From an optimization exercise on the open Yosys and OpenROAD flow, aimed at small area, a short achievable clock period and few clock cycles; shortcuts taken in it are not production practice.
Where RTL was checked, it was by simulation tests only, not by an equivalence proof against the original.
For runs 1, 5 and 6, only the layout was checked, not whether the RTL still works.
Power and IR drop assume default switching activity.

<file path="flow/run.sh">
#!/bin/bash
# synth_recipe.tcl (not shown) runs the flow's synth.tcl, then flattens the netlist and writes it again
# the make line also repeats each setting of config.mk as NAME=value (left out here)
make -C /OpenROAD-flow-scripts/flow DESIGN_CONFIG=/design/flow/config.mk WORK_HOME=/design/flow/orfs CLKGATE_MAP_FILE= SYNTH_SCRIPT=/design/flow/synth_recipe.tcl finish
</file>
<file path="flow/config.mk">
export PLATFORM = sky130hd
export DESIGN_NAME = CLE
export DESIGN_NICKNAME = CLE
export VERILOG_FILES = /design/flow/design.v
export SDC_FILE = /design/flow/constraint.sdc
export NUM_CORES = 4
export LEC_CHECK = 0
export CAP_MARGIN = 30
export CORE_MARGIN = 2
export CORE_UTILIZATION = 70
export PLACE_DENSITY = 0.8
export SETUP_SLACK_MARGIN = 5
export SLEW_MARGIN = 20
</file>
<file path="flow/constraint.sdc">
create_clock -name core_clock -period 9.0 [get_ports {clk}]
set_input_delay 1.8000 -clock core_clock [delete_from_list [all_inputs] [get_ports {clk}]]
set_output_delay 1.8000 -clock core_clock [all_outputs]
set_load 0.01 [all_outputs]
</file>
<file path="flow/design.v">
`timescale 1ns/10ps
module CLE ( clk, reset, rom_q, rom_a, sram_q, sram_a, sram_d, sram_wen, finish);
input         clk;
input         reset;
input  [7:0]  rom_q;
output [6:0]  rom_a;
input  [7:0]  sram_q;
output [9:0]  sram_a;
output [7:0]  sram_d;
output        sram_wen;
output        finish;
reg  [9:0] sram_a;
reg        sram_wen;
reg        finish;
reg        s_wait, s_rs0, s_rs1, s_rs2, s_rs3, s_cmp, s_put, s_slw;
reg        dw;           
reg        fin_st;       
reg  [9:0] pos;          
reg  [7:0] NWv, Nv;      
reg        rd1, rd2;     
reg  [7:0] Mv;           
reg        Lz;           
reg        wf;           
reg  [3:0] mods;         
reg  [7:0] newv;         
function [1:0] cmp8;
    input [7:0] a, b;
    reg   [7:0] g, l;
    reg   [3:0] g2, l2;
    reg   [1:0] g4, l4;
    integer i;
    begin
        for (i = 0; i < 8; i = i + 1) begin
            g[i] = a[i] & ~b[i];
            l[i] = ~a[i] & b[i];
        end
        for (i = 0; i < 4; i = i + 1) begin
            g2[i] = g[2*i+1] | (~l[2*i+1] & g[2*i]);
            l2[i] = l[2*i+1] | (~g[2*i+1] & l[2*i]);
        end
        for (i = 0; i < 2; i = i + 1) begin
            g4[i] = g2[2*i+1] | (~l2[2*i+1] & g2[2*i]);
            l4[i] = l2[2*i+1] | (~g2[2*i+1] & l2[2*i]);
        end
        cmp8 = {g4[1] | (~l4[1] & g4[0]), l4[1] | (~g4[1] & l4[0])};
    end
endfunction
reg  [6:0] rom_a;        
reg        f127;         
reg        fdone;        
reg        rv;           
reg  [7:0] cw;
reg  [7:0] nb;           
reg  [6:0] nbi;
reg        nbv;
reg        nbadj;        
reg        gap;          
assign sram_d = Mv;
wire [7:0] q_rev = {rom_q[0], rom_q[1], rom_q[2], rom_q[3],
                    rom_q[4], rom_q[5], rom_q[6], rom_q[7]};
wire [7:0] qm = q_rev & {~f127, 6'b111111, ~(~f127 & (rom_a == 7'd0))};
wire [6:0] fidx = f127 ? 7'd127 : rom_a;
wire [2:0] o      = pos[2:0];
wire       rem_nz = |cw;
wire       avail  = rem_nz | nbv;
wire [7:0] srcw   = rem_nz ? cw : nb;
reg  [2:0] off, offm1;
reg  [7:0] oneh;
always @(*) begin
    casez (srcw)
    8'b???????1: begin off = 3'd0; offm1 = 3'd7; oneh = 8'b00000001; end
    8'b??????10: begin off = 3'd1; offm1 = 3'd0; oneh = 8'b00000010; end
    8'b?????100: begin off = 3'd2; offm1 = 3'd1; oneh = 8'b00000100; end
    8'b????1000: begin off = 3'd3; offm1 = 3'd2; oneh = 8'b00001000; end
    8'b???10000: begin off = 3'd4; offm1 = 3'd3; oneh = 8'b00010000; end
    8'b??100000: begin off = 3'd5; offm1 = 3'd4; oneh = 8'b00100000; end
    8'b?1000000: begin off = 3'd6; offm1 = 3'd5; oneh = 8'b01000000; end
    default:     begin off = 3'd7; offm1 = 3'd6; oneh = 8'b10000000; end
    endcase
end
wire [6:0] wd      = rem_nz ? pos[9:3] : nbi;
wire [9:0] nextpix = {wd, off};
wire [4:0] pr      = pos[9:5];
wire [4:0] pc      = pos[4:0];
wire [4:0] prm1    = pr - 5'd1;
wire [4:0] nbrm1   = nbi[6:2] - 5'd1;
wire [4:0] nrm1    = rem_nz ? prm1 : nbrm1;
wire [1:0] nwm1    = wd[1:0] - 2'd1;
wire [9:0] nx1     = {nrm1, (srcw[0] ? {nwm1, 3'd7} : {wd[1:0], offm1})};
wire       done    = fdone & ~rem_nz & ~nbv;
wire [2:0] op1     = o + 3'd1;
wire       cont    = rem_nz ? cw[op1]
                            : (nbv & nbadj & nb[0] & (o == 3'd7) & (pos[4:3] != 2'd3));
wire       last_slw = (mods & (mods - 4'd1)) == 4'd0;
wire       nomods   = (mods == 4'd0);
wire       take     = (s_wait & avail & ~fin_st) | s_rs0 | (s_put & nomods & cont) | (s_rs3 & dw);
wire       take_nb  = take & ~rem_nz;
wire       accept   = rv & ~fdone & ~nbv;
always @(posedge clk or posedge reset) begin
    if (reset) begin
        rom_a <= 7'd0;
        f127  <= 1'b0;
        fdone <= 1'b0;
        rv    <= 1'b0;
        nbv   <= 1'b0;
        cw    <= 8'd0;
    end else begin
        if (take) cw <= srcw & ~oneh;
        rv <= ~accept;
        if (accept) begin
            if (f127)                    fdone <= 1'b1;
            else if (rom_a == 7'd126) begin
                rom_a <= 7'd0;
                f127  <= 1'b1;
            end else                     rom_a <= rom_a + 7'd1;
        end
        if (accept & (qm != 8'd0)) nbv <= 1'b1;
        else if (take_nb)          nbv <= 1'b0;
    end
end
always @(posedge clk) begin
    if (accept) begin
        nb  <= qm;
        nbi <= fidx;
        if (qm != 8'd0) begin
            nbadj <= ~gap;
            gap   <= 1'b0;
        end else gap <= 1'b1;
    end
end
wire [7:0] Wv = (wf & ~Lz) ? Mv : 8'd0;
wire [7:0] v0 = newv, v1 = NWv, v2 = Nv, v3 = sram_q, v4 = Wv;
wire [1:0] c01 = cmp8(v0, v1), c02 = cmp8(v0, v2), c03 = cmp8(v0, v3), c04 = cmp8(v0, v4);
wire [1:0] c12 = cmp8(v1, v2), c13 = cmp8(v1, v3), c14 = cmp8(v1, v4);
wire [1:0] c23 = cmp8(v2, v3), c24 = cmp8(v2, v4);
wire [1:0] c34 = cmp8(v3, v4);
wire gt01 = c01[1], gt02 = c02[1], gt03 = c03[1], gt04 = c04[1];
wire gt12 = c12[1], gt13 = c13[1], gt14 = c14[1], gt23 = c23[1], gt24 = c24[1], gt34 = c34[1];
wire lt01 = c01[0], lt02 = c02[0], lt03 = c03[0], lt04 = c04[0];
wire lt12 = c12[0], lt13 = c13[0], lt14 = c14[0], lt23 = c23[0], lt24 = c24[0], lt34 = c34[0];
wire s0 = ~lt01 & ~lt02 & ~lt03 & ~lt04;
wire s1 = lt01 & ~lt12 & ~lt13 & ~lt14;
wire s2 = lt02 & lt12 & ~lt23 & ~lt24;
wire s3 = lt03 & lt13 & lt23 & ~lt34;
wire s4 = lt04 & lt14 & lt24 & lt34;
wire [7:0] m = ({8{s0}} & v0) | ({8{s1}} & v1) | ({8{s2}} & v2) |
               ({8{s3}} & v3) | ({8{s4}} & v4);
wire       nz0 = ~|v0;
wire [3:0] mods_n = {(|v1) & (gt01 | lt12 | lt13 | lt14),
                     (|v2) & (gt02 | gt12 | lt23 | lt24),
                     (|v3) & (gt03 | gt13 | gt23 | lt34),
                     (|v4) & (gt04 | gt14 | gt24 | gt34)};
wire [4:0] prp1 = pr + 5'd1;
wire [4:0] pcm1 = pc - 5'd1;
wire [4:0] pcp1 = pc + 5'd1;
wire [4:0] pcp2 = pc + 5'd2;
wire [4:0] ncol   = {nbi[1:0], off};
wire       hazard = ~rem_nz & (nbi[6:2] == prp1) &
                    ((ncol == pcp1) | (ncol == pc) | (ncol == pcm1));
wire       abort  = s_rs1 & dw & ~nomods;
wire       go_early = ~cont & avail & ~hazard;
always @(posedge clk) begin
    rd2 <= rd1;
    if (rd2) begin
        NWv <= Nv;
        Nv  <= sram_q;
    end
    if (take) pos <= nextpix;
    if (s_wait | s_rs0 | (s_cmp & go_early))  sram_a <= nx1;
    else if (s_cmp)                           sram_a <= {prm1, pcp2};
    else if ((s_rs1 & ~abort) | s_rs2)        sram_a <= {sram_a[9:5], sram_a[4:0] + 5'd1};
    else if (s_slw)
        sram_a <= mods[3] ? {prm1, pcm1} : mods[2] ? {prm1, pc} :
                  mods[1] ? {prm1, pcp1} : {pr, pcm1};
    else                                      sram_a <= pos;
    if (s_cmp) Mv <= m;
    if (s_cmp)               dw <= go_early;
    else if (s_wait | s_rs0) dw <= 1'b0;
    if (s_wait | s_rs0) wf <= cont;
    else if (s_put)     wf <= cont;
    else if (s_rs3 & dw) wf <= 1'b0;
    if (s_cmp) mods <= mods_n;
    else if (s_slw) begin
        if (mods[3])      mods[3] <= 1'b0;
        else if (mods[2]) mods[2] <= 1'b0;
        else if (mods[1]) mods[1] <= 1'b0;
        else              mods[0] <= 1'b0;
    end
end
always @(posedge clk or posedge reset) begin
    if (reset) begin
        s_wait <= 1'b1;
        s_rs0  <= 1'b0;
        s_rs1  <= 1'b0;
        s_rs2  <= 1'b0;
        s_rs3  <= 1'b0;
        s_cmp  <= 1'b0;
        s_put  <= 1'b0;
        s_slw  <= 1'b0;
        fin_st   <= 1'b0;
        sram_wen <= 1'b1;
        finish   <= 1'b0;
        newv     <= 8'd250;
        Lz       <= 1'b1;
        rd1      <= 1'b0;
    end else begin
        rd1      <= (s_wait & avail & ~fin_st) | s_rs0 | (s_rs1 & ~abort) | s_rs2 | s_cmp;
        sram_wen <= ~(((s_put | abort | (s_rs3 & dw)) & ~Lz) | s_slw);
        if (s_wait & fin_st) finish <= 1'b1;
        if (s_wait & ~avail & done) fin_st <= 1'b1;
        if (s_cmp) begin
            Lz <= nz0;
            if (nz0 | s0) newv <= newv - 8'd1;
        end
        s_wait <= (s_wait & ~(avail & ~fin_st)) | (s_put & nomods & ~cont & ~avail) |
                  (s_slw & last_slw & ~avail);
        s_rs0  <= (s_put & nomods & ~cont & avail) | (s_slw & last_slw & avail);
        s_rs1  <= (s_wait & avail & ~fin_st) | s_rs0 | (s_cmp & go_early);
        s_rs2  <= s_rs1 & ~abort;
        s_rs3  <= s_rs2;
        s_cmp  <= s_rs3 | (s_put & nomods & cont);
        s_put  <= s_cmp & ~go_early;
        s_slw  <= (s_put & ~nomods) | abort | (s_slw & ~last_slw);
    end
end
endmodule
</file>
==> metrics.md, run 1 <==
| Metric | Value |
|---|---|
| Longest Clk Path Bufs | 2 |
| Reg-to-Reg Start | pos[0] |
| Routed vias/inst | 7.02 |
| Primary FF master, synth | edfxtp_1 |
| Reg2reg end | sram_a[8] |
| Die Y | 111 µm |
| Area Overhead vs Synth | 10.6% |
| Antenna violations before repair | 0 |
| Design Area, Final | 8880 µm² |
| Layout cell share with drive strength beyond 1 | 10.6% |
| Tmin final | 3.89 ns |
| Crit share post-route | 43.3% |
| Avg WL per Cell | 21.2 µm |
| Pre-CTS setup slack | 3.96 ns |
| Top post-synthesis cells by count | 79 x nor2_1, 73 x nand2_1, 65 x o21ai_0, 63 x maj3_1 |
| GR Util All Layers | 37.1% |
| Crit path launch | sram_q[7] |
| Syn nets | 961 |
| Clock sinks | 108 |
| IO Pins | 45 |
| CP endpoint kind | register |
| Maximum vdd drop | 0.000117 V |
| Yosys warnings | 1 |
| Core footprint | 11300 µm² |
| Slew at the pin closest to its max-slew limit | 0.820 ns |
| Startpoint types | input pin |
| PwrDens | 111 nW/µm² |
| Die Wd | 111 µm |
| R2R cell count | 9 |
| Max Slew Vio Count | 0 |
| Worst min path class | register to register |
| Global-route wire length before repair | 36.8 mm |
| Placed Area | 8480 µm² |
| Std-Cell Rows | 39 |
| Cell with the most instances after synthesis | nor2_1 |
| Root Driver | clkbuf_16 |
| #FFs+latches synth | 108 |
| Syn Inst Count | 928 |
| CTS H-tree lvls | 3 |
| Synth top area cells | edfxtp_1 23%, dfrtp_1 9.7%, maj3_1 7.8%, o21ai_0 4.0%, a21oi_1 3.9% |
| Max cap viols | 0 |
| Post-synth EDFFs | 62 |
| HPWL after detailed placement | 16.2 mm |
| Post-synthesis instance area | 8030 µm² |
| CTS Buf Count | 9 |
| Synth area leader | edfxtp_1 |
| Final ANT Viol Nets | 0 |
| CP Class | input pin to register |
| Skew-Pair Late Insertion Delay | 0.37 ns |
| Vias | 7605 |
| Sequential cell area fraction in the yosys report | 37.3% |
| Initial drt markers | 981 |
| Achievable frequency | 0.257 GHz |
| WL final | 23.0 mm |
| Die ar. | 12300 µm² |
| PnR Total Power | 986 µW |
| Vias in the first global route | 7420 |
| Worst setup path end | newv[0] |
| Worst hold margin | 0.347 ns |
| Reg2Reg Setup Slack | 5.19 ns |
| Pin count of the biggest net entering global routing | 41 |
| Setup TNS Final | 0 ns |
| Crit path DAT | 4.14 ns |
| Total grt overflow | 0 |
| RSZ-0062 raised after global routing | no |
| IO Port Bufs | 44 |
| Distinct cells, synth | 83 |
| Fin worst setup slack | 5.11 ns |
| Static Leak | 0.00333 µW |
| Status | no timing/DRC/antenna violations |
| Hold_sp | rd1 |
| Final hold vios | 0 |
| Critical Path RT | 9.24 ns |
| Clk pin slew, worst setup/hold paths | 0.08 ns |
| Clock skew | 0.0112 ns |
| Drt pass-1 iters | 5 |
| # nets final | 968 |
| CP max FO | 9 |
| Gpl congestion | 0.993 |
| Ant. Diodes | 0 |
| Initial Util | 71.0% |
| Slew headroom | 45.2% |
| Syn_area_per_cell | 8.66 µm² |
| Share of the synthesized area in the top cell type | 23.2% |
| Ys async rst share | 37.0% |
| Final Setup Violations | 0 |
| CTS tree | done |
| DR DRC count | 0 |
## flip-flops by register name, indices dropped and copies added, names as in the netlist, 4 cells and up
register  cells
sram_a       10
pos          10
Nv            8
nb            8
rom_a         7
nbi           7
mods          4
NWv           8
cw            8
newv          8
Mv            8
## cell usage in the layout (no fill, tap or decap), types with 20 or more instances in the layout
cell type,count
clkdlybuf4s50_1,38
inv_1,55
xnor2_1,22
nor2b_1,24
nor2_1,76
edfxtp_1,62
maj3_1,57
a31oi_1,20
a22oi_1,21
o21ai_0,65
nand2_1,73
a21oi_1,60
nand3_1,24
dfrtp_1,31
## critical path: stages
cell and delay (ns):
clkdlybuf4s50_1 0.62, inv_2 0.22, nor2_1 0.07, o21ai_0 0.21, o21ai_0 0.17, or3_4 0.47
o21ai_4 0.26, nand2_1 0.15, xnor2_1 0.16
## layout make-up
class | instances | area (µm²)
clock buffers | 9 | 225
clock inverters | 7 | 82.6
fillers | 777 | 2440
inverters | 65 | 244
multi-input cells | 693 | 4630
flip-flops and latches | 108 | 2990
well taps | 143 | 179
repair buffers | 58 | 524
## worst min path at each step
stage / depth (start not counted) / end / slack (ns)
2_1_floorplan: 0 / rd2 / 0.32
3_3_place_gp: 0 / rd2 / 0.33
3_5_place_dp: 0 / rd2 / 0.33
4_1_cts: 0 / rd2 / 0.35
5_1_grt: 0 / rd2 / 0.36
6_report: 0 / rd2 / 0.35
## per-stage QoR
step                std cells  utilization [%]
finish                   1083             78.5
CTS                      1080             78.2
global placement         1057             74.9
detailed placement       1057             74.9
global route             1083             78.5
floorplan                 928                -
## routing by layer
| layer | vias to the layer above | GRT usage (%) | part of all wire (%) |
|---|---|---|---|
| met5 | - | 0 | 0 |
| met4 | 0 | 22.5 | 6.1 |
| met3 | 130 | 6.67 | 7.8 |
| met2 | 491 | 63.1 | 49 |
| met1 | 3557 | 43.7 | 37 |
| li1 | 3427 | - | - |
## kinds of logic (layout without fill, tap and decap cells)
family	count (synthesis)	count (layout)	share of synthesized area, %
xor+xnor	37	37	4.03
compound gates	283	283	23.2
buf+inv	128	139	6.20
fa+ha+maj	78	78	10.2
simple gates	286	287	17.8
flops	108	108	37.3
mux	8	8	1.34
## timing repair
action / CTS / global route
setup buffers: 7 / 2
gates resized for setup: 14 / 15
hold buffers: 0 / 0
setup endpoints to repair: 30 / 18
pin swaps: 3 / 1
gates cloned: 0 / 1
## report_power, final
part	switching [µW]	internal, µW
sequential	0	520
clock	202	221
combinational	24.0	17.9
==> run 2, diff against run 1 <==
--- a/flow/design.v
+++ b/flow/design.v
@@ -13,7 +13,7 @@
 reg        sram_wen;
 reg        finish;
 reg        s_wait, s_rs0, s_rs1, s_rs2, s_rs3, s_cmp, s_put, s_slw;
-reg        dw;           
+reg        early;        
 reg        fin_st;       
 reg  [9:0] pos;          
 reg  [7:0] NWv, Nv;      
@@ -93,7 +93,7 @@
                             : (nbv & nbadj & nb[0] & (o == 3'd7) & (pos[4:3] != 2'd3));
 wire       last_slw = (mods & (mods - 4'd1)) == 4'd0;
 wire       nomods   = (mods == 4'd0);
-wire       take     = (s_wait & avail & ~fin_st) | s_rs0 | (s_put & nomods & cont) | (s_rs3 & dw);
+wire       take     = (s_wait & avail & ~fin_st) | s_rs0 | (s_put & nomods & (cont | early));
 wire       take_nb  = take & ~rem_nz;
 wire       accept   = rv & ~fdone & ~nbv;
 always @(posedge clk or posedge reset) begin
@@ -154,10 +154,7 @@
 wire [4:0] pcm1 = pc - 5'd1;
 wire [4:0] pcp1 = pc + 5'd1;
 wire [4:0] pcp2 = pc + 5'd2;
-wire [4:0] ncol   = {nbi[1:0], off};
-wire       hazard = ~rem_nz & (nbi[6:2] == prp1) &
-                    ((ncol == pcp1) | (ncol == pc) | (ncol == pcm1));
-wire       abort  = s_rs1 & dw & ~nomods;
+wire       hazard = ~rem_nz & ({nbi, off} == {prp1, pcp1});
 wire       go_early = ~cont & avail & ~hazard;
 always @(posedge clk) begin
     rd2 <= rd1;
@@ -168,17 +165,16 @@
     if (take) pos <= nextpix;
     if (s_wait | s_rs0 | (s_cmp & go_early))  sram_a <= nx1;
     else if (s_cmp)                           sram_a <= {prm1, pcp2};
-    else if ((s_rs1 & ~abort) | s_rs2)        sram_a <= {sram_a[9:5], sram_a[4:0] + 5'd1};
+    else if (s_rs1)                           sram_a <= {prm1, pc};
+    else if (s_rs2)                           sram_a <= {prm1, pcp1};
     else if (s_slw)
         sram_a <= mods[3] ? {prm1, pcm1} : mods[2] ? {prm1, pc} :
                   mods[1] ? {prm1, pcp1} : {pr, pcm1};
     else                                      sram_a <= pos;
     if (s_cmp) Mv <= m;
-    if (s_cmp)               dw <= go_early;
-    else if (s_wait | s_rs0) dw <= 1'b0;
+    if (s_cmp) early <= go_early;
     if (s_wait | s_rs0) wf <= cont;
     else if (s_put)     wf <= cont;
-    else if (s_rs3 & dw) wf <= 1'b0;
     if (s_cmp) mods <= mods_n;
     else if (s_slw) begin
         if (mods[3])      mods[3] <= 1'b0;
@@ -204,23 +200,23 @@
         Lz       <= 1'b1;
         rd1      <= 1'b0;
     end else begin
-        rd1      <= (s_wait & avail & ~fin_st) | s_rs0 | (s_rs1 & ~abort) | s_rs2 | s_cmp;
-        sram_wen <= ~(((s_put | abort | (s_rs3 & dw)) & ~Lz) | s_slw);
+        rd1      <= (s_wait & avail & ~fin_st) | s_rs0 | s_rs1 | s_rs2 | s_cmp;
+        sram_wen <= ~((s_put & ~Lz) | s_slw);
         if (s_wait & fin_st) finish <= 1'b1;
         if (s_wait & ~avail & done) fin_st <= 1'b1;
         if (s_cmp) begin
             Lz <= nz0;
             if (nz0 | s0) newv <= newv - 8'd1;
         end
-        s_wait <= (s_wait & ~(avail & ~fin_st)) | (s_put & nomods & ~cont & ~avail) |
+        s_wait <= (s_wait & ~(avail & ~fin_st)) | (s_put & nomods & ~cont & ~early & ~avail) |
                   (s_slw & last_slw & ~avail);
-        s_rs0  <= (s_put & nomods & ~cont & avail) | (s_slw & last_slw & avail);
-        s_rs1  <= (s_wait & avail & ~fin_st) | s_rs0 | (s_cmp & go_early);
-        s_rs2  <= s_rs1 & ~abort;
+        s_rs0  <= (s_put & nomods & ~cont & ~early & avail) | (s_slw & last_slw & avail);
+        s_rs1  <= (s_wait & avail & ~fin_st) | s_rs0 | (s_put & nomods & ~cont & early);
+        s_rs2  <= s_rs1;
         s_rs3  <= s_rs2;
         s_cmp  <= s_rs3 | (s_put & nomods & cont);
-        s_put  <= s_cmp & ~go_early;
-        s_slw  <= (s_put & ~nomods) | abort | (s_slw & ~last_slw);
+        s_put  <= s_cmp;
+        s_slw  <= (s_put & ~nomods) | (s_slw & ~last_slw);
     end
 end
 endmodule
--- a/flow/config.mk
+++ b/flow/config.mk
@@ -7,7 +7,7 @@
 export LEC_CHECK = 0
 export CAP_MARGIN = 30
 export CORE_MARGIN = 2
-export CORE_UTILIZATION = 70
-export PLACE_DENSITY = 0.8
-export SETUP_SLACK_MARGIN = 5
+export CORE_UTILIZATION = 50
+export PLACE_DENSITY = 0.6
+export SETUP_SLACK_MARGIN = 4
 export SLEW_MARGIN = 20
==> run 2 against run 1 <==
  * Still clean
  * Area after synthesis down 1.8%
  * Clock power decreased by 4%
  * Final cell count rose by 2.0%
  * Fmax is 17% lower
  * Combinational power about the same
  * First-iteration DRC count fell by 15%
  * Worst setup slack worse by 0.79 ns
  * Non-clock buffer count decreased by 8
  * Clock skew shrank 0.0022 ns
  * Count of clock-buffer cells in the layout increased by 1
  * Power shrank 1.9%
  * Register-to-register slack better by 0.02 ns
  * Critical path type unchanged
  * Largest cell class unchanged
==> metrics.md, run 2 <==
| Metric | Value |
|---|---|
| Die Wd | 130 µm |
| Clock skew | 0.00898 ns |
| Vias in the first global route | 6452 |
| Most frequent cells in the layout | 73 x nor2_1, 60 x nand2_1, 57 x edfxtp_1 |
| Avg WL per Cell | 21.3 µm |
| Ys async rst share | 37.0% |
| Layout cell share with drive strength beyond 1 | 7.38% |
| Non-Filler Instances | 1105 |
| CP Class | input pin to register |
| Clk pin slew, worst setup/hold paths | 0.07 ns |
| Placed Area | 8350 µm² |
| Design Area, Final | 8680 µm² |
| Pre-CTS setup slack | 4.00 ns |
| Startpoint types | input pin |
| CP endpoint kind | register |
| Gpl congestion | 0.905 |
| Drt pass-1 iters | 5 |
| Max cap viols | 0 |
| CTS tree | done |
| Post-CTS setup buffers | 0 |
| Syn nets | 926 |
| Commonest non-fill, non-tap cell in the layout | nor2_1 |
| Sequential cell area fraction in the yosys report | 37.3% |
| Maximum vdd drop | 0.000111 V |
| Tmin final | 4.68 ns |
| PwrDens | 111 nW/µm² |
| Flip-flop and latch area | 2940 µm² |
| #FFs+latches synth | 108 |
| # nets final | 921 |
| Initial Util | 51.5% |
| Syn Inst Count | 894 |
| Std-Cell Rows | 45 |
| RSZ-0062 raised after global routing | no |
| Initial drt markers | 836 |
| Post-synth EDFFs | 57 |
| Core footprint | 15300 µm² |
| Static Leak | 0.00326 µW |
| Share of the synthesized area in the top cell type | 21.7% |
| Multi-input logic area | 4460 µm² |
| Fin worst setup slack | 4.32 ns |
| CTS Buf Count | 9 |
| Cts repair resizes | 0 |
| Final ANT Viol Nets | 0 |
| IO Pins | 45 |
| Largest regs | pos (10), sram_a (10) |
| Final hold vios | 0 |
| CTS H-tree lvls | 3 |
| Skew-Pair Late Insertion Delay | 0.35 ns |
| CP max FO | 13 |
| Area Overhead vs Synth | 9.94% |
| Worst min path class | register to register |
| Max Slew Vio Count | 0 |
| Global-route wire length before repair | 37.4 mm |
| WL final | 23.6 mm |
| Total grt overflow | 0 |
| Cell with the most instances after synthesis | nor2_1 |
| Setup TNS Final | 0 ns |
| IO Port Bufs | 44 |
| Slew at the pin closest to its max-slew limit | 0.973 ns |
| CTS Hold Bufs | 0 |
| Syn_area_per_cell | 8.83 µm² |
| Status | no timing/DRC/antenna violations |
| Synth top area cells | edfxtp_1 22%, dfrtp_1 9.8%, maj3_1 6.6%, nor2_1 3.5%, a21oi_1 3.3% |
| Synth area leader | edfxtp_1 |
| Achievable frequency | 0.214 GHz |
| Slew headroom | 34.9% |
| Die ar. | 16800 µm² |
| Die Y | 130 µm |
| Final Setup Violations | 0 |
| Crit path DAT | 4.90 ns |
| Yosys warnings | 1 |
| Antenna violations before repair | 0 |
| HPWL after detailed placement | 17.0 mm |
| Longest Clk Path Bufs | 2 |
| Crit share post-route | 52.0% |
| Vias | 7111 |
| Post-synthesis instance area | 7890 µm² |
| Top post-synthesis cells by count | 73 x nor2_1, 60 x nand2_1, 57 x edfxtp_1, 55 x clkbuf_1 |
| Distinct cells, synth | 84 |
| Routed vias/inst | 6.44 |
| Critical Path RT | 9.21 ns |
| Clock sinks | 108 |
| GR Util All Layers | 28.8% |
| Root Driver | clkbuf_16 |
| # fillers | 1415 |
| Pin count of the biggest net entering global routing | 41 |
| Primary FF master, synth | edfxtp_1 |
| DR DRC count | 0 |
| Ant. Diodes | 0 |
| # placed instances | 1087 |
[run 2: cell type report]
class	instances	share of cell area [%]
clock buffer	10	2.75
clock inverter	6	0.692
inverter	55	2.38
multi-input combinational	665	51.4
sequential	108	33.9
tap	211	3.04
timing repair buffer	50	5.78
[run 2: critical path, stage by stage]
cell	delay, ns
clkdlybuf4s50_1	0.66
nor2_1	0.42
a21o_1	0.18
a221oi_1	0.07
a211oi_1	0.52
o21ai_0	0.27
nor4_2	0.67
a22oi_1	0.16
nand3_1	0.14
[run 2: stage by stage]
| stage | hold slack (ns) | total power, µW | utilization [%] |
|---|---|---|---|
| 5_1_grt | 0.366 | 998 | 56.7 |
| 3_3_place_gp | 0.331 | 567 | 54.4 |
| 3_5_place_dp | 0.331 | 568 | 54.5 |
| 4_1_cts | 0.350 | 973 | 56.4 |
| 2_1_floorplan | 0.324 | 552 | - |
| 6_report | 0.348 | 967 | 56.7 |
[run 2: routing by layer]
metal	up-vias	part of all wire (%)	wire length (µm)	track usage (%)
met4	0	1.3	299	5.76
li1	3313	-	-	-
met5	-	0	0	0
met1	3434	49	11500	46.7
met3	27	8.1	1910	4.50
met2	337	42	9850	40.1
[run 2: cell families (layout without fill, tap and decap cells)]
| family | Yosys count | in the layout | synth area share, % |
|---|---|---|---|
| fa+ha+maj | 66 | 66 | 8.82 |
| buf+inv | 121 | 121 | 6.17 |
| compound gates | 273 | 273 | 24.7 |
| xor+xnor | 29 | 29 | 3.22 |
| simple gates | 289 | 289 | 18.4 |
| flops | 108 | 108 | 37.3 |
| mux | 8 | 8 | 1.35 |
[run 2: final timing paths]
| check | start | end | slack, ns | cells past startpoint |
|---|---|---|---|---|
| worst max-delay path | sram_q[4] | Mv[7] | 4.32 | 9 |
| worst min-delay path | rd1 | rd2 | 0.35 | 0 |
| worst max register to register | cw[5] | sram_a[9] | 5.21 | 8 |
| worst min register to register | rd1 | rd2 | 0.35 | 0 |
| max in group asynchronous | reset | Lz | 6.80 | 3 |
| min in group asynchronous | reset | rom_a[5] | 1.67 | 2 |
[run 2: power breakdown]
| group | switching (µW) | internal (µW) | total [µW] |
|---|---|---|---|
| sequential | 0 | 517 | 517 |
| clock | 203 | 204 | 408 |
| combinational | 24.3 | 18.0 | 42.3 |
Testbench counts of run 2, summed over its fixed seeds: cycles 52,414.
==> run 3, diff against run 2 <==
--- a/flow/config.mk
+++ b/flow/config.mk
@@ -9,5 +9,5 @@
 export CORE_MARGIN = 2
 export CORE_UTILIZATION = 50
 export PLACE_DENSITY = 0.6
-export SETUP_SLACK_MARGIN = 4
+export SETUP_SLACK_MARGIN = 3
 export SLEW_MARGIN = 20
==> run 3 against run 2 <==
  * Clock skew unchanged
  * Worst hold slack unchanged
  * Flip-flop and latch count unchanged
  * Sequential share of layout area unchanged
  * Still clean on timing, DRC and antenna
  * Power unchanged
  * Largest power group unchanged
  * Non-clock buffer count unchanged
  * Area after synthesis unchanged
  * Highest routed layer unchanged
  * Clock power about the same
==> metrics.md, run 3 <==
| Metric | Value |
|---|---|
| Status | no timing/DRC/antenna violations |
| Synth area leader | edfxtp_1 |
| IO Pins | 45 |
| Vias in the first global route | 6452 |
| Worst min path class | register to register |
| Internal power | 740 µW |
| Commonest non-fill, non-tap cell in the layout | nor2_1 |
| Crit path DAT | 4.90 ns |
| Switching part of the total | 23.5% |
| Top Metal Used | met4 |
| Total length of routed met2 wires | 9.85 mm |
| Final hold vios | 0 |
| Tmin final | 4.68 ns |
| Antenna violations before repair | 0 |
| Design Area, Final | 8680 µm² |
| Clock skew | 0.00898 ns |
| Gpl congestion | 0.905 |
| Startpoint types | input pin |
| Hold_sp | rd1 |
| Non-Filler Instances | 1105 |
| Post-layout util | 56.7% |
| Comb power frac | 4.4% |
| Ant. Diodes | 0 |
| Die Wd | 130 µm |
| Top post-synthesis cells by count | 73 x nor2_1, 60 x nand2_1, 57 x edfxtp_1, 55 x clkbuf_1 |
| Initial drt markers | 836 |
| Static Leak | 0.00326 µW |
| Clk pin slew, worst setup/hold paths | 0.07 ns |
| CP max FO | 13 |
| Cell with the most instances after synthesis | nor2_1 |
| Vias | 7111 |
| Layout cell share with drive strength beyond 1 | 7.38% |
| # nets final | 921 |
| Ys async rst share | 37.0% |
| Post-synth EDFFs | 57 |
| Setup TNS Final | 0 ns |
| Crit path launch | sram_q[4] |
| Pin count of the biggest net entering global routing | 41 |
| Skew-Pair Late Insertion Delay | 0.35 ns |
| Core footprint | 15300 µm² |
| Largest regs | pos (10), sram_a (10) |
| Maximum vdd drop | 0.000111 V |
| Clock sinks | 108 |
| Sequential cell area fraction in the yosys report | 37.3% |
| Syn Inst Count | 894 |
| R2R cell count | 8 |
| Achievable frequency | 0.214 GHz |
| CP Class | input pin to register |
| Root Driver | clkbuf_16 |
| Die ar. | 16800 µm² |
| Reg-to-Reg Start | cw[5] |
| Total grt overflow | 0 |
| IO Port Bufs | 44 |
| Critical Path RT | 9.21 ns |
| Most frequent cells in the layout | 73 x nor2_1, 60 x nand2_1, 57 x edfxtp_1 |
| CTS Buf Count | 9 |
| Crit-path slowest cell | nor4_2 |
| WL final | 23.6 mm |
| HPWL after detailed placement | 17.0 mm |
| Die Y | 130 µm |
| CP endpoint kind | register |
| Pre-CTS setup slack | 4.00 ns |
| Longest Clk Path Bufs | 2 |
| Yosys warnings | 1 |
| Final Setup Violations | 0 |
| Syn_area_per_cell | 8.83 µm² |
| Hold path depth | 0 |
| Avg WL per Cell | 21.3 µm |
| Drt pass-1 iters | 5 |
| Clock power frac | 42.2% |
| CTS tree | done |
| Area Overhead vs Synth | 9.94% |
| Slowest stage delay, CP | 0.67 ns |
| Crit share post-route | 52.0% |
| CTS H-tree lvls | 3 |
| Initial Util | 51.5% |
| Routed vias/inst | 6.44 |
| Placed Area | 8350 µm² |
| Crit-path cells | clkdlybuf4s50_1 > nor2_1 > a21o_1 > a221oi_1 > a211oi_1 > o21ai_0 > nor4_2 > a22oi_1 > nand3_1 |
| Final ANT Viol Nets | 0 |
| #FFs+latches synth | 108 |
| Synth top area cells | edfxtp_1 22%, dfrtp_1 9.8%, maj3_1 6.6%, nor2_1 3.5%, a21oi_1 3.3% |
| Fin worst setup slack | 4.32 ns |
| Metal-1 WL | 11.5 mm |
| Distinct cells, synth | 84 |
| CTS Hold Bufs | 0 |
| Max cap viols | 0 |
| Met3 Wirelength | 1.91 mm |
| Cts repair resizes | 0 |
| Share of the synthesized area in the top cell type | 21.7% |
| Post-CTS setup buffers | 0 |
| Std-Cell Rows | 45 |
| Post-synthesis instance area | 7890 µm² |
| Sw power | 228 µW |
| Primary FF master, synth | edfxtp_1 |
| GR Util All Layers | 28.8% |
| Max Slew Vio Count | 0 |
| RSZ-0062 raised after global routing | no |
| PwrDens | 111 nW/µm² |
| Syn nets | 926 |
| Slew headroom | 34.9% |
| Reg power frac | 53.5% |
| Slew at the pin closest to its max-slew limit | 0.973 ns |
| # placed instances | 1087 |
| Global-route wire length before repair | 37.4 mm |
| DR DRC count | 0 |
run 3: cell counts after synthesis:
Identical to the previous run, type by type.
run 3: worst paths after layout:
| check | end | slack [ns] |
|---|---|---|
| worst max-delay path | Mv[7] | 4.32 |
| worst min-delay path | rd2 | 0.35 |
| worst max register to register | sram_a[9] | 5.21 |
| worst min register to register | rd2 | 0.35 |
| max in group asynchronous | Lz | 6.80 |
| min in group asynchronous | rom_a[5] | 1.67 |
run 3: cell type report:
| class | count | area [µm²] |
|---|---|---|
| Fill cell | 1415 | 6640 |
| Timing Repair Buffer | 50 | 502 |
| Tap cell | 211 | 264 |
| Multi-Input combinational cell | 665 | 4460 |
| Clock buffer | 10 | 239 |
| Clock inverter | 6 | 60.1 |
| Sequential cell | 108 | 2940 |
| Inverter | 55 | 206 |
run 3: critical path, delay by kind of cell:
family | cells | cell delay (ns)
AOI/OAI and AO/OA | 5 | 1.20
buffers and inverters | 1 | 0.66
and+or+nand+nor | 3 | 1.23
run 3: metrics by stage:
stage / power (µW) / hold WS, ns
after floorplan: 552 / 0.324
after global placement: 567 / 0.331
after detailed placement: 568 / 0.331
after CTS: 973 / 0.350
after global routing: 998 / 0.366
final: 967 / 0.348
run 3: cell families (layout without fill, tap and decap cells):
family                     Yosys count  count (layout)  share of synthesized area [%]
AOI/OAI and AO/OA                  273             273                           24.7
xor gates and xnor gates            29              29                           3.22
adders and majority gates           66              66                           8.82
buffers and inverters              121             121                           6.17
DFF                                108             108                           37.3
muxes                                8               8                           1.35
and+or+nand+nor                    289             289                           18.4
run 3: power by group through the flow:
stage          clock network [µW]  logic [µW]  registers, µW
3_5_place_dp                    0        40.4            528
6_report                      408        42.3            517
2_1_floorplan                   0        23.9            528
4_1_cts                       415        40.5            517
3_3_place_gp                    0        39.7            528
5_1_grt                       435        45.7            517
run 3: layer usage:
layer / global-route usage [%] / vias up
met3: 4.50 / 27
met1: 46.7 / 3434
met2: 40.1 / 337
met4: 5.76 / 0
li1: - / 3313
met5: 0 / -
==> run 4, diff against run 3 <==
--- a/flow/config.mk
+++ b/flow/config.mk
@@ -9,5 +9,5 @@
 export CORE_MARGIN = 2
 export CORE_UTILIZATION = 50
 export PLACE_DENSITY = 0.6
-export SETUP_SLACK_MARGIN = 3
+export SETUP_SLACK_MARGIN = 5
 export SLEW_MARGIN = 20
==> run 4 against run 3 <==
  * Still clean on timing, DRC and antenna
  * Clock power shrank 2%
  * Flip-flop and latch count unchanged
  * Routed wire length up 1.7%
  * Synthesized cell count did not move
  * Clock skew is essentially flat
  * Fmax up 20%
  * Count of clock-buffer cells in the layout unchanged
  * Via count is 2.1% higher
  * Non-clock buffer count up 2
  * Power down 1.1%
  * Largest power group unchanged
  * Highest routed layer unchanged
==> metrics.md, run 4 <==
| Metric | Value |
|---|---|
| Slowest stage delay, CP | 0.46 ns |
| Internal power | 729 µW |
| Crit path DAT | 4.03 ns |
| Clock skew | 0.00943 ns |
| Worst min path class | register to register |
| CTS H-tree lvls | 3 |
| Skew-Pair Late Insertion Delay | 0.36 ns |
| Critical path buffers and inverters | 3 |
| CTS Buf Count | 9 |
| Ant. Diodes | 0 |
| Initial drt markers | 863 |
| IO Pins | 45 |
| PnR Total Power | 957 µW |
| Synth top area cells | edfxtp_1 22%, dfrtp_1 9.8%, maj3_1 6.6%, nor2_1 3.5%, a21oi_1 3.3% |
| GR Util All Layers | 29.3% |
| Cell with the most instances after synthesis | nor2_1 |
| Max cap viols | 0 |
| Sequential cell area fraction in the yosys report | 37.3% |
| Commonest non-fill, non-tap cell in the layout | nor2_1 |
| Ys async rst share | 37.0% |
| Clk pin slew, worst setup/hold paths | 0.08 ns |
| Post-synthesis instance area | 7890 µm² |
| # nets final | 923 |
| Top post-synthesis cells by count | 73 x nor2_1, 60 x nand2_1, 57 x edfxtp_1, 55 x clkbuf_1 |
| Root Driver | clkbuf_16 |
| Post-layout util | 56.8% |
| Slew at the pin closest to its max-slew limit | 0.837 ns |
| CP endpoint kind | register |
| Multi-input logic area | 4500 µm² |
| Fin worst setup slack | 5.08 ns |
| Reg power frac | 54.0% |
| Global-route wire length before repair | 37.9 mm |
| Max Slew Vio Count | 0 |
| R2R cell count | 8 |
| Final ANT Viol Nets | 0 |
| GR Layer Usage met3 | 5.57% |
| CP Class | input pin to register |
| Crit-path slowest cell | maj3_1 |
| Levels on crit path | 8 |
| Layout cell share with drive strength beyond 1 | 8.93% |
| Maximum vdd drop | 0.0000984 V |
| Post-synth EDFFs | 57 |
| CP max FO | 9 |
| DR DRC count | 0 |
| Die ar. | 16800 µm² |
| GRT busiest layer | met1 |
| Routed vias/inst | 6.56 |
| Switching part of the total | 23.8% |
| Static Leak | 0.00327 µW |
| Antenna violations before repair | 0 |
| Status | no timing/DRC/antenna violations |
| Area Overhead vs Synth | 10.3% |
| Achievable frequency | 0.255 GHz |
| Syn nets | 926 |
| Vias in the first global route | 6687 |
| Longest Clk Path Bufs | 2 |
| Die Wd | 130 µm |
| Pin count of the biggest net entering global routing | 41 |
| GRT met2 Usage | 40.8% |
| Critical Path RT | 9.12 ns |
| Primary FF master, synth | edfxtp_1 |
| Initial Util | 51.5% |
| Distinct cells, synth | 84 |
| Slew headroom | 44.2% |
| Sw power | 228 µW |
| IO Port Bufs | 44 |
| #FFs+latches synth | 108 |
| CP top delay family | buffers and inverters |
| Crit-path cells | dlygate4sd2_1 > clkinv_2 > maj3_1 > a221o_1 > nor4bb_1 > buf_4 > a32oi_1 > nand3_1 |
| Hold path depth | 0 |
| Vias | 7258 |
| Most frequent cells in the layout | 71 x nor2_1, 60 x nand2_1, 57 x edfxtp_1 |
| CTS tree | done |
| Tmin final | 3.92 ns |
| Synth area leader | edfxtp_1 |
| Drt pass-1 iters | 8 |
| # fillers | 1410 |
| Flip-flop and latch area | 2940 µm² |
| Yosys warnings | 1 |
| Clock sinks | 108 |
| Met1 usage | 46.3% |
| Die Y | 130 µm |
| HPWL after detailed placement | 17.1 mm |
| Syn Inst Count | 894 |
| Std-Cell Rows | 45 |
| Startpoint types | input pin |
| PwrDens | 110 nW/µm² |
| Final Setup Violations | 0 |
| Core footprint | 15300 µm² |
| WL final | 24.0 mm |
| Share of the synthesized area in the top cell type | 21.7% |
| Setup TNS Final | 0 ns |
| Final hold vios | 0 |
| Gpl congestion | 0.941 |
| Pre-CTS setup slack | 4.02 ns |
| Total grt overflow | 0 |
| Clock power frac | 41.6% |
| Crit share post-route | 43.5% |
| Largest regs | pos (10), sram_a (10) |
| RSZ-0062 raised after global routing | no |
| Syn_area_per_cell | 8.83 µm² |
| Avg WL per Cell | 21.7 µm |
| Comb power frac | 4.4% |
## run 4: cell types whose count changed in the layout (fill, tap and decap cells not counted), moves of 2 or more
cell / delta
buf_4: +3
clkbuf_4: +3
clkdlybuf4s50_1: -7
clkinv_2: +2
dlygate4sd2_1: +2
nor2_1: -2
## run 4: layout make-up
type | count | area share, %
Sequential cell | 108 | 33.8
Multi-Input combinational cell | 665 | 51.7
Tap cell | 211 | 3.03
Timing Repair Buffer | 52 | 5.75
Inverter | 55 | 2.39
Clock buffer | 10 | 2.63
Clock inverter | 6 | 0.633
## run 4: repair_timing
item                                    in CTS  in global routing
pin swaps                                    1                  1
setup buffers                                2                  0
hold buffers                                 0                  0
gates resized for setup                     21                 19
cloned                                       0                  0
endpoints found under the setup margin      20                 17
## run 4: cells by family (layout without fill, tap and decap cells)
logic type | Yosys count | in the layout | share of synthesized area [%]
adders and majority gates | 66 | 66 | 8.82
muxes | 8 | 8 | 1.35
buffers and inverters | 121 | 123 | 6.17
AOI/OAI and AO/OA | 273 | 273 | 24.7
DFF | 108 | 108 | 37.3
xor gates and xnor gates | 29 | 29 | 3.22
and+or+nand+nor | 289 | 289 | 18.4
## run 4: final timing paths
path | from | end | slack, ns
hold / removal | rd1 | rd2 | 0.34
min in group asynchronous | reset | rom_a[3] | 1.87
max in group asynchronous | reset | sram_wen | 6.74
setup / recovery | sram_q[6] | Mv[0] | 5.08
hold reg to reg | rd1 | rd2 | 0.34
setup reg to reg | cw[5] | sram_a[9] | 5.48
## run 4: worst reg2reg max path: stages (launching register included)
cell and delay [ns]:
dfrtp_1 0.53, or4_4 0.64, nor2_2 0.50, nand4_1 0.15
or4_1 0.51, a2111oi_4 0.31, o21a_2 0.39, nor3_1 0.10
nor4_1 0.31
## run 4: power by group through the flow
stage / clock, µW / combinational, µW / sequential, µW
4_1_cts: 403 / 41.0 / 517
2_1_floorplan: 0 / 24.5 / 528
3_5_place_dp: 0 / 40.5 / 528
3_3_place_gp: 0 / 39.8 / 528
6_report: 398 / 42.1 / 517
5_1_grt: 421 / 45.7 / 517
## run 4: metrics by stage
step / hold slack (ns) / cell area (µm²) / cells
after floorplan: 0.324 / 7910 / 894
after global placement: 0.330 / 8350 / 1087
after detailed placement: 0.330 / 8360 / 1088
after CTS: 0.348 / 8670 / 1106
after global routing: 0.377 / 8700 / 1107
final: 0.345 / 8700 / 1107
## run 4: per-layer routing
layer,up-vias,part of all wire [%]
li1,3321,-
met1,3515,47
met2,387,42
met3,35,9.7
met4,0,1.4
met5,-,0
==> run 5, diff against run 4 <==
--- a/flow/design.v
+++ b/flow/design.v
@@ -16,8 +16,9 @@
 reg        early;        
 reg        fin_st;       
 reg  [9:0] pos;          
+reg  [7:0] q;            
 reg  [7:0] NWv, Nv;      
-reg        rd1, rd2;     
+reg        rd1, rd2, rd3;  
 reg  [7:0] Mv;           
 reg        Lz;           
 reg        wf;           
@@ -92,8 +93,7 @@
 wire       cont    = rem_nz ? cw[op1]
                             : (nbv & nbadj & nb[0] & (o == 3'd7) & (pos[4:3] != 2'd3));
 wire       last_slw = (mods & (mods - 4'd1)) == 4'd0;
-wire       nomods   = (mods == 4'd0);
-wire       take     = (s_wait & avail & ~fin_st) | s_rs0 | (s_put & nomods & (cont | early));
+wire       take     = (s_wait & avail & ~fin_st) | s_rs0 | (s_put & nomods_n & (cont | early));
 wire       take_nb  = take & ~rem_nz;
 wire       accept   = rv & ~fdone & ~nbv;
 always @(posedge clk or posedge reset) begin
@@ -129,7 +129,7 @@
     end
 end
 wire [7:0] Wv = (wf & ~Lz) ? Mv : 8'd0;
-wire [7:0] v0 = newv, v1 = NWv, v2 = Nv, v3 = sram_q, v4 = Wv;
+wire [7:0] v0 = newv, v1 = NWv, v2 = Nv, v3 = q, v4 = Wv;
 wire [1:0] c01 = cmp8(v0, v1), c02 = cmp8(v0, v2), c03 = cmp8(v0, v3), c04 = cmp8(v0, v4);
 wire [1:0] c12 = cmp8(v1, v2), c13 = cmp8(v1, v3), c14 = cmp8(v1, v4);
 wire [1:0] c23 = cmp8(v2, v3), c24 = cmp8(v2, v4);
@@ -150,6 +150,7 @@
                      (|v2) & (gt02 | gt12 | lt23 | lt24),
                      (|v3) & (gt03 | gt13 | gt23 | lt34),
                      (|v4) & (gt04 | gt14 | gt24 | gt34)};
+wire       nomods_n = (mods_n == 4'd0);
 wire [4:0] prp1 = pr + 5'd1;
 wire [4:0] pcm1 = pc - 5'd1;
 wire [4:0] pcp1 = pc + 5'd1;
@@ -158,9 +159,11 @@
 wire       go_early = ~cont & avail & ~hazard;
 always @(posedge clk) begin
     rd2 <= rd1;
-    if (rd2) begin
+    rd3 <= rd2;
+    q   <= sram_q;
+    if (rd3) begin
         NWv <= Nv;
-        Nv  <= sram_q;
+        Nv  <= q;
     end
     if (take) pos <= nextpix;
     if (s_wait | s_rs0 | (s_cmp & go_early))  sram_a <= nx1;
@@ -171,11 +174,11 @@
         sram_a <= mods[3] ? {prm1, pcm1} : mods[2] ? {prm1, pc} :
                   mods[1] ? {prm1, pcp1} : {pr, pcm1};
     else                                      sram_a <= pos;
-    if (s_cmp) Mv <= m;
+    if (s_put) Mv <= m;
     if (s_cmp) early <= go_early;
     if (s_wait | s_rs0) wf <= cont;
     else if (s_put)     wf <= cont;
-    if (s_cmp) mods <= mods_n;
+    if (s_put) mods <= mods_n;
     else if (s_slw) begin
         if (mods[3])      mods[3] <= 1'b0;
         else if (mods[2]) mods[2] <= 1'b0;
@@ -201,22 +204,22 @@
         rd1      <= 1'b0;
     end else begin
         rd1      <= (s_wait & avail & ~fin_st) | s_rs0 | s_rs1 | s_rs2 | s_cmp;
-        sram_wen <= ~((s_put & ~Lz) | s_slw);
+        sram_wen <= ~((s_put & ~nz0) | s_slw);
         if (s_wait & fin_st) finish <= 1'b1;
         if (s_wait & ~avail & done) fin_st <= 1'b1;
-        if (s_cmp) begin
+        if (s_put) begin
             Lz <= nz0;
             if (nz0 | s0) newv <= newv - 8'd1;
         end
-        s_wait <= (s_wait & ~(avail & ~fin_st)) | (s_put & nomods & ~cont & ~early & ~avail) |
+        s_wait <= (s_wait & ~(avail & ~fin_st)) | (s_put & nomods_n & ~cont & ~early & ~avail) |
                   (s_slw & last_slw & ~avail);
-        s_rs0  <= (s_put & nomods & ~cont & ~early & avail) | (s_slw & last_slw & avail);
-        s_rs1  <= (s_wait & avail & ~fin_st) | s_rs0 | (s_put & nomods & ~cont & early);
+        s_rs0  <= (s_put & nomods_n & ~cont & ~early & avail) | (s_slw & last_slw & avail);
+        s_rs1  <= (s_wait & avail & ~fin_st) | s_rs0 | (s_put & nomods_n & ~cont & early);
         s_rs2  <= s_rs1;
         s_rs3  <= s_rs2;
-        s_cmp  <= s_rs3 | (s_put & nomods & cont);
+        s_cmp  <= s_rs3 | (s_put & nomods_n & cont);
         s_put  <= s_cmp;
-        s_slw  <= (s_put & ~nomods) | (s_slw & ~last_slw);
+        s_slw  <= (s_put & ~nomods_n) | (s_slw & ~last_slw);
     end
 end
 endmodule
==> run 5 against run 4 <==
  * Power is 38% higher
  * Fmax is 3.3% higher
  * Worst setup slack better by 0.12 ns
  * Die area increased by 3.3%
  * Sequential share of layout area decreased by 0.45 points
  * Clock skew rose by 0.0020 ns
  * Largest power group is now clock
==> metrics.md, run 5 <==
| Metric | Value |
|---|---|
| Status | no timing/DRC/antenna violations |
| Core footprint | 15900 µm² |
| Slew at the pin closest to its max-slew limit | 0.928 ns |
| Cell with the most instances after synthesis | nor2_1 |
| Tmin final | 3.79 ns |
| Clock sinks | 117 |
| Final Setup Violations | 0 |
| #FFs+latches synth | 117 |
| IO Port Bufs | 44 |
| # nets final | 984 |
| Max Slew Vio Count | 0 |
| Gpl congestion | 1.05 |
| Longest Clk Path Bufs | 2 |
| DR DRC count | 0 |
| CP endpoint kind | register |
| Setup TNS Final | 0 ns |
| Die Y | 132 µm |
| Synth Area in Compound Gates | 24.5% |
| Worst min path class | register to register |
| # fillers | 1471 |
| Most frequent cells in the layout | 76 x nor2_1, 74 x nand2_1, 57 x edfxtp_1 |
| Crit share post-route | 42.1% |
| Crit path DAT | 3.91 ns |
| Yosys warnings | 1 |
| Global-route wire length before repair | 38.9 mm |
| Sequential cell area fraction in the yosys report | 38.3% |
| Critical Path RT | 9.12 ns |
| Achievable frequency | 0.264 GHz |
| Final ANT Viol Nets | 0 |
| Syn nets | 968 |
| CP top delay family | simple AND/OR/NAND/NOR gates |
| Vias in the first global route | 7272 |
| Share of the synthesized area in the top cell type | 21.0% |
| Slowest stage delay, CP | 0.65 ns |
| Largest regs | pos (10), sram_a (10) |
| Crit-path cells | clkinvlp_4 > or4_1 > and3_1 > a31oi_1 > nor4bb_2 > o22ai_1 > nor4_4 > buf_4 > or2_4 |
| Initial drt markers | 881 |
| Startpoint types | register |
| Top post-synthesis cells by count | 77 x nor2_1, 74 x nand2_1, 57 x edfxtp_1, 54 x o21ai_0, 53 x inv_1 |
| Synth top area cells | edfxtp_1 21%, dfrtp_1 9.5%, dfxtp_1 4.9%, nor2_1 3.5%, nand2_1 3.4% |
| Clock skew | 0.0114 ns |
| Non-Filler Instances | 1181 |
| Drt pass-1 iters | 7 |
| Die ar. | 17400 µm² |
| Final hold vios | 0 |
| Total grt overflow | 0 |
| RSZ-0062 raised after global routing | no |
| Syn Inst Count | 936 |
| Synth area leader | edfxtp_1 |
| Slew headroom | 38.0% |
| Maximum vdd drop | 0.000127 V |
| Primary FF master, synth | edfxtp_1 |
| GR Util All Layers | 28.3% |
| Clk pin slew, worst setup/hold paths | 0.06 ns |
| Pin count of the biggest net entering global routing | 41 |
| Post-synthesis instance area | 8160 µm² |
| Crit-path slowest cell | or4_1 |
| CTS Buf Count | 17 |
| IO Pins | 45 |
| Std-Cell Rows | 46 |
| Root Driver | clkbuf_16 |
| Skew-Pair Late Insertion Delay | 0.43 ns |
| Synth Area in XOR/XNOR | 2.90% |
| Routed vias/inst | 6.44 |
| GRT met2 Usage | 49.1% |
| Area Overhead vs Synth | 14.7% |
| Avg WL per Cell | 20.6 µm |
| Syn_area_per_cell | 8.72 µm² |
| Static Leak | 0.00362 µW |
| Pre-CTS setup slack | 4.95 ns |
| Distinct cells, synth | 97 |
| PwrDens | 141 nW/µm² |
| Initial Util | 51.2% |
| GR Layer Usage met3 | 4.23% |
| Critical path buffers and inverters | 2 |
| Max cap viols | 0 |
| CP Class | register to register |
| HPWL after detailed placement | 17.7 mm |
| Ys async rst share | 34.2% |
| Met1 usage | 33.8% |
| Post-synthesis simple-gate area fraction | 21.3% |
| CTS Hold Bufs | 0 |
| CTS H-tree lvls | 4 |
| WL final | 24.4 mm |
| Fin worst setup slack | 5.21 ns |
| PnR Total Power | 1320 µW |
| GRT busiest layer | met2 |
| Antenna violations before repair | 0 |
| Post-synthesis adder-cell area fraction | 5.23% |
| Post-synth EDFFs | 57 |
| Ant. Diodes | 0 |
| Die Wd | 132 µm |
| # placed instances | 1136 |
| Fraction of synthesized area in multiplexers | 1.85% |
| CTS tree | done |
| Vias | 7611 |
| Commonest non-fill, non-tap cell in the layout | nor2_1 |
| CP max FO | 13 |
| Main combinational cell family by area after synthesis | compound AO/OA/AOI/OAI gates |
| Layout cell share with drive strength beyond 1 | 9.95% |
run 5: cell families after synthesis:
group,after synthesis
flip-flops,117
multiplexers,12
AND/OR/NAND/NOR,334
XOR/XNOR,27
AO/OA/AOI/OAI,286
buffers and inverters,121
adder cells (fa/ha/maj),39
run 5: where the power goes:
part           internal [µW]  switching, µW
Clock                    423            271
Sequential               562           9.37
Combinational           25.3           26.5
run 5: metal layers:
metal | wire length (µm) | vias up
li1 | - | 3523
met1 | 9650 | 3637
met2 | 12200 | 371
met3 | 1410 | 80
met4 | 1160 | 0
met5 | 0 | -
run 5: final timing paths:
check | start | endpoint | slack, ns | cells after the start
min in group asynchronous | reset | rom_a[5] | 1.80 | 3
setup / recovery | NWv[7] | pos[2] | 5.21 | 9
hold / removal | rd2 | rd3 | 0.33 | 0
hold reg to reg | rd2 | rd3 | 0.33 | 0
max in group asynchronous | reset | newv[5] | 6.80 | 3
setup reg to reg | NWv[7] | pos[2] | 5.21 | 9
run 5: what timing repair did:
item / CTS / global route
buffers inserted: 4 / 7
pin swaps: 0 / 1
gates resized for setup: 1 / 6
endpoints found under the setup margin: 15 / 21
run 5: final cells by class:
| class | count | area (µm²) | area share (%) |
|---|---|---|---|
| Multi-Input combinational cell | 698 | 4580 | 49.0 |
| Sequential cell | 117 | 3120 | 33.4 |
| Timing Repair Buffer | 60 | 556 | 5.94 |
| Clock buffer | 18 | 439 | 4.69 |
| Tap cell | 216 | 270 | 2.89 |
| Inverter | 58 | 221 | 2.37 |
| Clock inverter | 14 | 164 | 1.75 |
run 5: stage by stage:
stage	util, %	area, µm²	hold WS [ns]
2_1_floorplan	-	8160	0.310
5_1_grt	58.7	9360	0.335
3_5_place_dp	54.2	8640	0.313
3_3_place_gp	54.2	8630	0.310
4_1_cts	58.2	9270	0.331
6_report	58.7	9360	0.331
==> run 6, diff against run 5 <==
--- a/flow/design.v
+++ b/flow/design.v
@@ -16,9 +16,12 @@
 reg        early;        
 reg        fin_st;       
 reg  [9:0] pos;          
-reg  [7:0] q;            
-reg  [7:0] NWv, Nv;      
-reg        rd1, rd2, rd3;  
+reg  [7:0] P;            
+reg        pz;
+reg        nNW, nN, nW;  
+reg        fNW, fN, fW;  
+reg        rd1, rd2;     
+reg        t1, t2;       
 reg  [7:0] Mv;           
 reg        Lz;           
 reg        wf;           
@@ -93,7 +96,8 @@
 wire       cont    = rem_nz ? cw[op1]
                             : (nbv & nbadj & nb[0] & (o == 3'd7) & (pos[4:3] != 2'd3));
 wire       last_slw = (mods & (mods - 4'd1)) == 4'd0;
-wire       take     = (s_wait & avail & ~fin_st) | s_rs0 | (s_put & nomods_n & (cont | early));
+wire       nomods   = (mods == 4'd0);
+wire       take     = (s_wait & avail & ~fin_st) | s_rs0 | (s_put & nomods & (cont | early));
 wire       take_nb  = take & ~rem_nz;
 wire       accept   = rv & ~fdone & ~nbv;
 always @(posedge clk or posedge reset) begin
@@ -129,28 +133,19 @@
     end
 end
 wire [7:0] Wv = (wf & ~Lz) ? Mv : 8'd0;
-wire [7:0] v0 = newv, v1 = NWv, v2 = Nv, v3 = q, v4 = Wv;
-wire [1:0] c01 = cmp8(v0, v1), c02 = cmp8(v0, v2), c03 = cmp8(v0, v3), c04 = cmp8(v0, v4);
-wire [1:0] c12 = cmp8(v1, v2), c13 = cmp8(v1, v3), c14 = cmp8(v1, v4);
-wire [1:0] c23 = cmp8(v2, v3), c24 = cmp8(v2, v4);
-wire [1:0] c34 = cmp8(v3, v4);
-wire gt01 = c01[1], gt02 = c02[1], gt03 = c03[1], gt04 = c04[1];
-wire gt12 = c12[1], gt13 = c13[1], gt14 = c14[1], gt23 = c23[1], gt24 = c24[1], gt34 = c34[1];
-wire lt01 = c01[0], lt02 = c02[0], lt03 = c03[0], lt04 = c04[0];
-wire lt12 = c12[0], lt13 = c13[0], lt14 = c14[0], lt23 = c23[0], lt24 = c24[0], lt34 = c34[0];
-wire s0 = ~lt01 & ~lt02 & ~lt03 & ~lt04;
-wire s1 = lt01 & ~lt12 & ~lt13 & ~lt14;
-wire s2 = lt02 & lt12 & ~lt23 & ~lt24;
-wire s3 = lt03 & lt13 & lt23 & ~lt34;
-wire s4 = lt04 & lt14 & lt24 & lt34;
-wire [7:0] m = ({8{s0}} & v0) | ({8{s1}} & v1) | ({8{s2}} & v2) |
-               ({8{s3}} & v3) | ({8{s4}} & v4);
-wire       nz0 = ~|v0;
-wire [3:0] mods_n = {(|v1) & (gt01 | lt12 | lt13 | lt14),
-                     (|v2) & (gt02 | gt12 | lt23 | lt24),
-                     (|v3) & (gt03 | gt13 | gt23 | lt34),
-                     (|v4) & (gt04 | gt14 | gt24 | gt34)};
-wire       nomods_n = (mods_n == 4'd0);
+wire [7:0] Pe = pz ? 8'd0 : P;
+wire [7:0] NE = sram_q;
+wire [7:0] ca = t2 ? Wv : Pe;
+wire [1:0] cab = cmp8(ca, sram_q);
+wire [7:0] pmax = cab[0] ? sram_q : ca;
+wire [1:0] cNP = cmp8(NE, Pe), cNn = cmp8(NE, newv), cPn = cmp8(Pe, newv);
+wire [7:0] m   = (cNP[1] & cNn[1]) ? NE : (cPn[0] ? newv : Pe);
+wire       plt = cPn[0] | cNP[1];           
+wire       nz0 = ~|newv;
+wire       nNE = |NE;
+wire [3:0] mods_n = {nNW & (fNW | plt), nN & (fN | plt),
+                     nNE & (cNP[0] | cNn[0]), nW & (fW | plt)};
+wire       s0  = ~cPn[1] & ~cNn[1];         
 wire [4:0] prp1 = pr + 5'd1;
 wire [4:0] pcm1 = pc - 5'd1;
 wire [4:0] pcp1 = pc + 5'd1;
@@ -159,11 +154,31 @@
 wire       go_early = ~cont & avail & ~hazard;
 always @(posedge clk) begin
     rd2 <= rd1;
-    rd3 <= rd2;
-    q   <= sram_q;
-    if (rd3) begin
-        NWv <= Nv;
-        Nv  <= q;
+    t2  <= t1;
+    t1  <= (s_wait & avail & ~fin_st) | s_rs0 | (s_cmp & go_early);
+    if (s_cmp) begin
+        P   <= m;
+        pz  <= nz0 & ~nN & ~nNE;
+        nNW <= nN;
+        nN  <= nNE;
+        nW  <= ~nz0;
+        fNW <= 1'b0;
+        fN  <= 1'b0;
+        fW  <= 1'b0;
+    end else if (rd2) begin
+        P   <= pmax;
+        pz  <= 1'b0;
+        if (t2) begin
+            nNW <= |sram_q;
+            nW  <= wf & ~Lz;
+            fNW <= cab[1];
+            fW  <= cab[0];
+        end else begin
+            nN  <= |sram_q;
+            fN  <= cab[1];
+            fNW <= fNW | cab[0];
+            fW  <= fW | cab[0];
+        end
     end
     if (take) pos <= nextpix;
     if (s_wait | s_rs0 | (s_cmp & go_early))  sram_a <= nx1;
@@ -174,11 +189,11 @@
         sram_a <= mods[3] ? {prm1, pcm1} : mods[2] ? {prm1, pc} :
                   mods[1] ? {prm1, pcp1} : {pr, pcm1};
     else                                      sram_a <= pos;
-    if (s_put) Mv <= m;
+    if (s_cmp) Mv <= m;
     if (s_cmp) early <= go_early;
     if (s_wait | s_rs0) wf <= cont;
     else if (s_put)     wf <= cont;
-    if (s_put) mods <= mods_n;
+    if (s_cmp) mods <= mods_n;
     else if (s_slw) begin
         if (mods[3])      mods[3] <= 1'b0;
         else if (mods[2]) mods[2] <= 1'b0;
@@ -204,22 +219,22 @@
         rd1      <= 1'b0;
     end else begin
         rd1      <= (s_wait & avail & ~fin_st) | s_rs0 | s_rs1 | s_rs2 | s_cmp;
-        sram_wen <= ~((s_put & ~nz0) | s_slw);
+        sram_wen <= ~((s_put & ~Lz) | s_slw);
         if (s_wait & fin_st) finish <= 1'b1;
         if (s_wait & ~avail & done) fin_st <= 1'b1;
-        if (s_put) begin
+        if (s_cmp) begin
             Lz <= nz0;
             if (nz0 | s0) newv <= newv - 8'd1;
         end
-        s_wait <= (s_wait & ~(avail & ~fin_st)) | (s_put & nomods_n & ~cont & ~early & ~avail) |
+        s_wait <= (s_wait & ~(avail & ~fin_st)) | (s_put & nomods & ~cont & ~early & ~avail) |
                   (s_slw & last_slw & ~avail);
-        s_rs0  <= (s_put & nomods_n & ~cont & ~early & avail) | (s_slw & last_slw & avail);
-        s_rs1  <= (s_wait & avail & ~fin_st) | s_rs0 | (s_put & nomods_n & ~cont & early);
+        s_rs0  <= (s_put & nomods & ~cont & ~early & avail) | (s_slw & last_slw & avail);
+        s_rs1  <= (s_wait & avail & ~fin_st) | s_rs0 | (s_put & nomods & ~cont & early);
         s_rs2  <= s_rs1;
         s_rs3  <= s_rs2;
-        s_cmp  <= s_rs3 | (s_put & nomods_n & cont);
+        s_cmp  <= s_rs3 | (s_put & nomods & cont);
         s_put  <= s_cmp;
-        s_slw  <= (s_put & ~nomods_n) | (s_slw & ~last_slw);
+        s_slw  <= (s_put & ~nomods) | (s_slw & ~last_slw);
     end
 end
 endmodule
==> run 6 against run 5 <==
  * Non-clock buffer count decreased by 10
  * Synthesized cell count down 21%
  * Flip-flop and latch count shrank 8
  * Routed wire length shrank 28%
  * Sequential power is 9.1% lower
  * First-iteration DRC count is 54% lower
  * Clock skew down 0.00096 ns
  * Count of clock-buffer cells in the layout fell by 9
  * Critical path type is now input pin to register
==> metrics.md, run 6 <==
| Metric | Value |
|---|---|
| Pin count of the biggest net entering global routing | 41 |
| Clk pin slew, worst setup/hold paths | 0.07 ns |
| CP Class | input pin to register |
| Max cap viols | 0 |
| Main combinational cell family by area after synthesis | compound AO/OA/AOI/OAI gates |
| Initial Util | 50.6% |
| Synth area leader | edfxtp_1 |
| Post-synthesis simple-gate area fraction | 18.7% |
| Synth Area in Compound Gates | 24.0% |
| Post-synthesis instance area | 6940 µm² |
| PwrDens | 129 nW/µm² |
| Worst min path class | register to register |
| Root Driver | clkbuf_16 |
| Distinct cells, synth | 87 |
| Area Overhead vs Synth | 13.4% |
| Startpoint types | input pin |
| Cell with the most instances after synthesis | nor2_1 |
| Post-synthesis adder-cell area fraction | 4.11% |
| Syn Inst Count | 741 |
| CP endpoint kind | register |
| Maximum vdd drop | 0.0000861 V |
| Initial drt markers | 407 |
| Crit path DAT | 4.03 ns |
| Vias | 5866 |
| Post-synth EDFFs | 53 |
| Syn nets | 773 |
| Primary FF master, synth | edfxtp_1 |
| #FFs+latches synth | 109 |
| Syn_area_per_cell | 9.37 µm² |
| Fraction of synthesized area in multiplexers | 3.23% |
| Status | no timing/DRC/antenna violations |
| Fin worst setup slack | 5.08 ns |
| Vias in the first global route | 5547 |
| DR DRC count | 0 |
| WL final | 17.6 mm |
| Achievable frequency | 0.255 GHz |
| Ant. Diodes | 0 |
| Antenna violations before repair | 0 |
| Clock skew | 0.0105 ns |
| Crit share post-route | 43.6% |
| Std-Cell Rows | 43 |
| Static Leak | 0.00310 µW |
| HPWL after detailed placement | 13.0 mm |
| Top post-synthesis cells by count | 62 x nor2_1, 53 x edfxtp_1, 49 x a21oi_1, 46 x nand2_1, 44 x inv_1 |
| Final ANT Viol Nets | 0 |
| RSZ-0062 raised after global routing | yes |
| Skew-Pair Late Insertion Delay | 0.36 ns |
| Die ar. | 14800 µm² |
| # nets final | 795 |
run 6: changes by cell type after synthesis, moves of 7 or more:
cell | previous run | this run
nor3_1 | 24 | 31
nor2b_1 | 36 | 17
maj3_1 | 24 | 11
a222oi_1 | 9 | 0
inv_1 | 53 | 44
nand2b_1 | 29 | 20
nand2_1 | 74 | 46
o21a_1 | 10 | 3
a21boi_0 | 0 | 7
o21ai_0 | 54 | 35
a22oi_1 | 19 | 8
buf_2 | 15 | 2
nand3_1 | 26 | 17
nor2_1 | 77 | 62
run 6: power breakdown:
| group | switching (µW) | internal, µW |
|---|---|---|
| sequential | 0 | 520 |
| combinational | 26.9 | 18.9 |
| clock | 200 | 251 |
| total | 226 | 790 |
run 6: logic make-up after synthesis:
group | count (synthesis)
AND/OR/NAND/NOR | 249
AO/OA/AOI/OAI | 231
flip-flops | 109
buffers and inverters | 85
adder cells (fa/ha/maj) | 25
XOR/XNOR | 23
multiplexers | 19
run 6: timing repair:
action	4_1_cts	5_1_grt
hold buffers	0	0
buffers inserted	1	1
gates resized for setup	17	12
hold endpoints to repair	0	0
pin swaps	1	1
endpoints found under the setup margin	27	20
run 6: routing by layer:
layer | routed length [µm] | up-vias | GRT usage (%)
met1 | 7600 | 2839 | 31.6
li1 | - | 2802 | -
met4 | 347 | 0 | 7.90
met3 | 894 | 25 | 4.78
met2 | 8790 | 200 | 42.0
met5 | 0 | - | 0
run 6: worst paths after layout:
kind / start / to / slack [ns] / cells after the start
worst max-delay path: sram_q[7] / P[4] / 5.08 / 8
worst min-delay path: t1 / t2 / 0.33 / 0
worst max register to register: pos[0] / sram_a[8] / 5.37 / 10
worst min register to register: t1 / t2 / 0.33 / 0
max in group asynchronous: reset / Lz / 6.73 / 3
min in group asynchronous: reset / newv[2] / 1.87 / 3
run 6: layout make-up:
class,instances,area (µm²),share of cell area (%)
clock buffers,9,225,2.86
well taps,180,225,2.86
clock inverters,7,109,1.38
multi-input cells,547,3750,47.7
repair buffers,50,460,5.85
flip-flops and latches,109,2920,37.2
inverters,46,173,2.19
run 6: through the flow:
stage	instances	util, %
after floorplan	741	-
after global placement	929	54.5
after detailed placement	930	54.5
after CTS	947	57.3
after global routing	948	57.4
final	948	57.4
run 6: worst max-delay path: stages:
cell,delay (ns)
dlygate4sd2_1,0.47
nor2_1,0.13
a2111oi_2,0.38
nor3_1,0.16
a221o_1,0.36
a21boi_2,0.23
nor2_1,0.13
a221o_1,0.37

Re-timed with assumed drivers on the ports (clkbuf_16 on the clock, buf_2 on other inputs), run 6 has 5.076 ns of setup slack against 5.079 ns with ideal ports, and 4.680 ns once port delays also move by the mid clock arrival of 0.397 ns.
